Source: an optimization exercise on an open RTL-to-GDS flow (aim: small area, a short achievable clock period and few clock cycles per item). Production flows keep margins and buffers that such runs may drop.
Where RTL was checked, it was by simulation tests only, not by an equivalence proof against the original.

==> flow/design.v (excerpt) <==
module Practica_1
#(
	parameter NBits = 8,
	parameter N2Bits = NBits*2,
	parameter K = 9,	 
	parameter SW = (K <= 7) ? 15 : 16	 
)
(
	input clk,
	input reset,
	input start,
	input [NBits-1:0] multiplier,
	input [NBits-1:0] multiplicand,
	output [6:0]uni_Seg_out,
	output [6:0]dec_Seg_out,
	output [6:0]cen_Seg_out,
	output [6:0]thou_Seg_out,
	output [6:0]thou2_Seg_out,
	output [6:0]sign_Seg_out,
	output ready
);
wire [14:0] prod;
wire [SW-1:0] bcd_state;
wire minus;
Seq_Multiplier SM1 (.multiplier(multiplier), .multiplicand(multiplicand), .product(prod), .signBit(minus));
BCD_Head #(K) BH1 (.bits_in(prod), .state(bcd_state));
logic [SW-1:0] state_q;
logic minus_q;
logic ready_q;
always_ff @(posedge clk) begin
	state_q <= bcd_state;
	minus_q <= minus;
end
always_ff @(posedge clk, negedge reset) begin
	if (!reset) ready_q <= 1'b0;
	else ready_q <= start;
end
wire [3:0] uni, dec, cen, thou, thou2;
BCD_16Bit #(K) BCD1 (.state(state_q), .uni(uni), .dec(dec), .cen(cen), .thou(thou), .thou2(thou2));
SegmentDisplay SD0 (.value(uni),   .Seg_Result(uni_Seg_out));
SegmentDisplay SD1 (.value(dec),   .Seg_Result(dec_Seg_out));
SegmentDisplay SD2 (.value(cen),   .Seg_Result(cen_Seg_out));
SegmentDisplay SD3 (.value(thou),  .Seg_Result(thou_Seg_out));
SegmentDisplay SD4 (.value(thou2), .Seg_Result(thou2_Seg_out));
assign sign_Seg_out = minus_q ? 7'h3F : 7'h7F;
assign ready = ready_q;
endmodule
export LEC_CHECK = 0
export ABC_AREA = 1
export CAP_MARGIN = 20
export CORE_MARGIN = 2
export CORE_UTILIZATION = 40
export SLEW_MARGIN = 20
create_clock -name core_clock -period 12.0 [get_ports {clk}]
standard.sh (not shown) runs the stock make flow with config.mk's settings and CLKGATE_MAP_FILE= SYNTH_SCRIPT=/design/flow/synth_recipe.tcl, a recipe that flattens the netlist after the stock synthesis.
==> flow/flow/run.sh <==
#!/bin/bash
# The standard layout (standard.sh), with two changes:
#  - synthesis maps logic with flow/abc_custom.script (see flow/my_synth.tcl);
#  - port buffers are sky130_fd_sc_hd__buf_2 cells.
# make's output goes to flow_make.log here; each tool's full log is under orfs/logs.
set -euo pipefail
bash standard.sh "SYNTH_SCRIPT=$PWD/flow/my_synth.tcl" \
  "BUFFER_PORTS_ARGS=-buffer_cell sky130_fd_sc_hd__buf_2" finish > flow_make.log 2>&1
==> flow/flow/abc_custom.script <==
strash
&get -n
&dch -f
&nf -D 3500 -R 1000
&put
topo
stime -c
buffer -c
upsize -c
dnsize -c
==> flow/flow/fa_mode <==
none
==> flow/flow/my_synth.tcl <==
# The standard synthesis (synth_recipe.tcl) with two changes to how the
# combinational logic is mapped; registers, their names and cell types come
# from the same steps as the standard synthesis:
#  - the ABC call uses abc_custom.script (next to this file) instead of ORFS's
#    abc_area/abc_speed script;
#  - extract_fa only extracts full adders (no half adders), so that XOR/AND
#    pairs are left to ABC.
set ::custom_dir [file dirname [file normalize [info script]]]
set ::custom_abc_script [file join $::custom_dir abc_custom.script]
set ::custom_fa_mode -fa
if {[file exists [file join $::custom_dir fa_mode]]} {
  set f [open [file join $::custom_dir fa_mode]]; set ::custom_fa_mode [string trim [read $f]]; close $f
}
proc abc {args} {
  set i [lsearch -exact $args -script]
  if {$i >= 0} { lset args [expr {$i + 1}] $::custom_abc_script }
  puts "custom abc: $args"
  yosys abc {*}$args
}
proc extract_fa {args} {
  puts "custom extract_fa: $::custom_fa_mode $args"
  if {$::custom_fa_mode ne "none"} { yosys extract_fa {*}$::custom_fa_mode {*}$args }
}
proc synth {args} { yosys synth -nofsm -noshare {*}$args }
source $::env(SCRIPTS_DIR)/synth.tcl
# left out here: clear keep_hierarchy, flatten, clean up, hide names made inside functions, write 1_2_yosys.v
Rerun with:
==> flow/flow/abc_custom.script (replaced) <==
strash
dch
map -D 3500
topo
stime -c
buffer -c
upsize -c
dnsize -c
After rerunning: The new run finished with timing, DRC and antenna clean; die area went up by 12%; sequential share of layout area falls by 0.84 points; core utilization went down by 0.70 points; cell count came out higher by 28%; routed wire length climbs by 16%; area after synthesis is higher by 13%; final area climbs by 13%; first-iteration DRC count goes up by 45%.
No functional check of the RTL was part of any run of this note.


## run 1
Another version of the RTL of Practica_1 (not shown whole).
Size in the first run: ~17 flip-flops, roughly 62 I/O pins, roughly 0.0058 mm2 of cells after synthesis.
Design Practica_1, start of the top module:
module Practica_1
#(
	parameter NBits = 8,
	parameter N2Bits = NBits*2
)
(
	input clk,
	input reset,
	input start,
	input [NBits-1:0] multiplier,
	input [NBits-1:0] multiplicand,
	output [6:0]uni_Seg_out,
	output [6:0]dec_Seg_out,
	output [6:0]cen_Seg_out,
	output [6:0]thou_Seg_out,
	output [6:0]thou2_Seg_out,
	output [6:0]sign_Seg_out,
	output ready
);
export LEC_CHECK = 0
export ABC_AREA = 1
export CAP_MARGIN = 20
export CORE_MARGIN = 2
export CORE_UTILIZATION = 40
export SETUP_SLACK_MARGIN = 5
export SLEW_MARGIN = 20
create_clock -name core_clock -period 12.0 [get_ports {clk}]
==> flow/flow/run.sh <==
#!/bin/bash
set -euo pipefail
bash standard.sh SETUP_SLACK_MARGIN=6.0 finish > flow_make.log 2>&1
Testbench counts of run 1, summed over its fixed seeds: cycles 16,000, items 8,000.
Changes in run 2 relative to run 1:
Settings: SETUP_SLACK_MARGIN removed (was 5).
==> flow/flow/run.sh <==
#!/bin/bash
# The standard layout (standard.sh), with two changes:
#  - synthesis maps logic with flow/abc_custom.script (see flow/my_synth.tcl);
#  - port buffers are sky130_fd_sc_hd__buf_2 cells.
# make's output goes to flow_make.log here; each tool's full log is under orfs/logs.
set -euo pipefail
bash standard.sh "SYNTH_SCRIPT=$PWD/flow/my_synth.tcl" \
  "BUFFER_PORTS_ARGS=-buffer_cell sky130_fd_sc_hd__buf_2" finish > flow_make.log 2>&1
==> flow/flow/abc_custom.script (new file) <==
strash
dch
map -a
topo
stime -c
buffer -c
upsize -c
dnsize -c
==> flow/flow/my_synth.tcl (new file) <==
# The standard synthesis (synth_recipe.tcl), with one change: the ABC
# technology-mapping call uses the script named by abc_custom.script next to
# this file instead of ORFS's abc_area/abc_speed script.  Registers, their
# names and cell types come from the same steps as the standard synthesis.
set ::custom_abc_script [file join [file dirname [file normalize [info script]]] abc_custom.script]
proc abc {args} {
  set i [lsearch -exact $args -script]
  if {$i >= 0} { lset args [expr {$i + 1}] $::custom_abc_script }
  puts "custom abc: $args"
  yosys abc {*}$args
}
proc synth {args} { yosys synth -nofsm -noshare {*}$args }
source $::env(SCRIPTS_DIR)/synth.tcl
# left out here: clear keep_hierarchy, flatten, clean up, hide names made inside functions, write 1_2_yosys.v
--- outcome ---
- For run 2, the largest family of logic cells by synthesized area was adder cells, unlike run 1, where it was simple AND/OR/NAND/NOR gates.
- Going from run 1 to run 2, maximum frequency went down, net count reported at finish shows a reduction of 350.
Input-level comparison between run 3 and run 2:
Settings: changing ABC_AREA from 1 to 0; setting ABC_CLOCK_PERIOD_IN_PS to 5000 for the first time; setting SETUP_SLACK_MARGIN to 5 for the first time.
==> flow/run.sh (new file) <==
#!/bin/bash
# synth_recipe.tcl (not shown) runs the flow's synth.tcl, then flattens the netlist and writes it again
# the make line also repeats each setting of config.mk as NAME=value (left out here)
make -C /OpenROAD-flow-scripts/flow DESIGN_CONFIG=/design/flow/config.mk WORK_HOME=/design/flow/orfs CLKGATE_MAP_FILE= SYNTH_SCRIPT=/design/flow/synth_recipe.tcl finish
removed: flow/flow/run.sh
removed: flow/flow/abc_custom.script
removed: flow/flow/my_synth.tcl
removed: flow/standard.sh
[summary]
- Detailed-routing wirelength on met1, run 3 vs run 2: up by more than 100%
- Going from run 2 to run 3, finished layout cell area rose by about 100%, final non-filler cell total increased by 471 relative to the old numbers, fraction of area in multi-input gates increased by 1.6 points relative to the old numbers.
- Number of global-route vias before repair ended up 4217 higher on run 3 than on run 2.
- Re arrival time of the worst setup path: run 3 and run 2 aren't equal, and the higher value belongs to run 3.
> inputs changed (run 3 -> run 4)
Settings: ABC_AREA changed from 0 to 1; ABC_CLOCK_PERIOD_IN_PS removed (was 5000).
==> flow/flow/run.sh (new file) <==
#!/bin/bash
# The standard layout (standard.sh), with two changes:
#  - synthesis maps logic with flow/abc_custom.script (see flow/my_synth.tcl);
#  - port buffers are sky130_fd_sc_hd__buf_2 cells.
# make's output goes to flow_make.log here; each tool's full log is under orfs/logs.
set -euo pipefail
bash standard.sh "SYNTH_SCRIPT=$PWD/flow/my_synth.tcl" \
  "BUFFER_PORTS_ARGS=-buffer_cell sky130_fd_sc_hd__buf_2" finish > flow_make.log 2>&1
==> flow/flow/abc_custom.script (new file) <==
strash
dch
map -a
topo
stime -c
buffer -c
upsize -c
dnsize -c
==> flow/flow/my_synth.tcl (new file) <==
# The standard synthesis (synth_recipe.tcl), with one change: the ABC
# technology-mapping call uses the script named by abc_custom.script next to
# this file instead of ORFS's abc_area/abc_speed script.  Registers, their
# names and cell types come from the same steps as the standard synthesis.
set ::custom_abc_script [file join [file dirname [file normalize [info script]]] abc_custom.script]
proc abc {args} {
  set i [lsearch -exact $args -script]
  if {$i >= 0} { lset args [expr {$i + 1}] $::custom_abc_script }
  puts "custom abc: $args"
  yosys abc {*}$args
}
proc synth {args} { yosys synth -nofsm -noshare {*}$args }
source $::env(SCRIPTS_DIR)/synth.tcl
# left out here: clear keep_hierarchy, flatten, clean up, hide names made inside functions, write 1_2_yosys.v
==> flow/standard.sh (new file) <==
#!/bin/bash
# synth_recipe.tcl (not shown) runs the flow's synth.tcl, then flattens the netlist and writes it again
# the make line also repeats each setting of config.mk as NAME=value (left out here)
make -C /OpenROAD-flow-scripts/flow DESIGN_CONFIG=/design/flow/config.mk WORK_HOME=/design/flow/orfs CLKGATE_MAP_FILE= SYNTH_SCRIPT=/design/flow/synth_recipe.tcl "${@:-finish}"
removed: flow/run.sh
==> run notes <==
Re remaining global-route overflow: no difference whatsoever between run 4 and run 3.
Diff run 3 -> run 4: hold slack dropped 0.38 ns, post-route cell area dropped 36%.

[re-timing with driven ports]
In the flow no input, the clock included, has a driving cell. The finished layouts below were timed again as built, in two steps. Step 1 assumes that a clkbuf_16 drives the clock port and a buf_2 every other input. Step 2 times the ports against the registers' clock, not the clock port: input delays grow and output delays shrink by t, the midpoint of the rising clock arrivals with the driver on. Three values: no drivers, after step 1, after step 2; two values: the first two.
| run | t, ns | setup WS [ns] | worst setup path after step 2 | latest minus earliest clock arrival (ns) | worst slew at a driven data input, ns |
|---|---|---|---|---|---|
| the first run of note 1 | 0.280 | 3.608 / 3.617 / 3.337 | input to register | 0.002 / 0.002 | 0.03 |
| the second run of note 1 | 0.285 | 4.829 / 4.842 / 4.557 | input to register | 0.006 / 0.006 | 0.03 |
| run 1 | 0.288 | 5.163 / 5.128 / 5.344 | input to register | 0.005 / 0.005 | 0.08 |
| run 2 | 0.279 | 4.307 / 4.274 / 4.517 | input to register | 0.005 / 0.005 | 0.03 |
| run 3 | 0.286 | 4.047 / 4.011 / 4.297 | register to output | 0.010 / 0.010 | 0.04 |
| run 4 | 0.284 | 4.393 / 4.357 / 4.641 | register to output | 0.002 / 0.002 | 0.05 |
After both steps setup and hold are still met in every run listed. For the second run of note 1, which loses most, drivers alone change the setup slack by +0.013 ns; drivers and shift together by -0.272 ns.
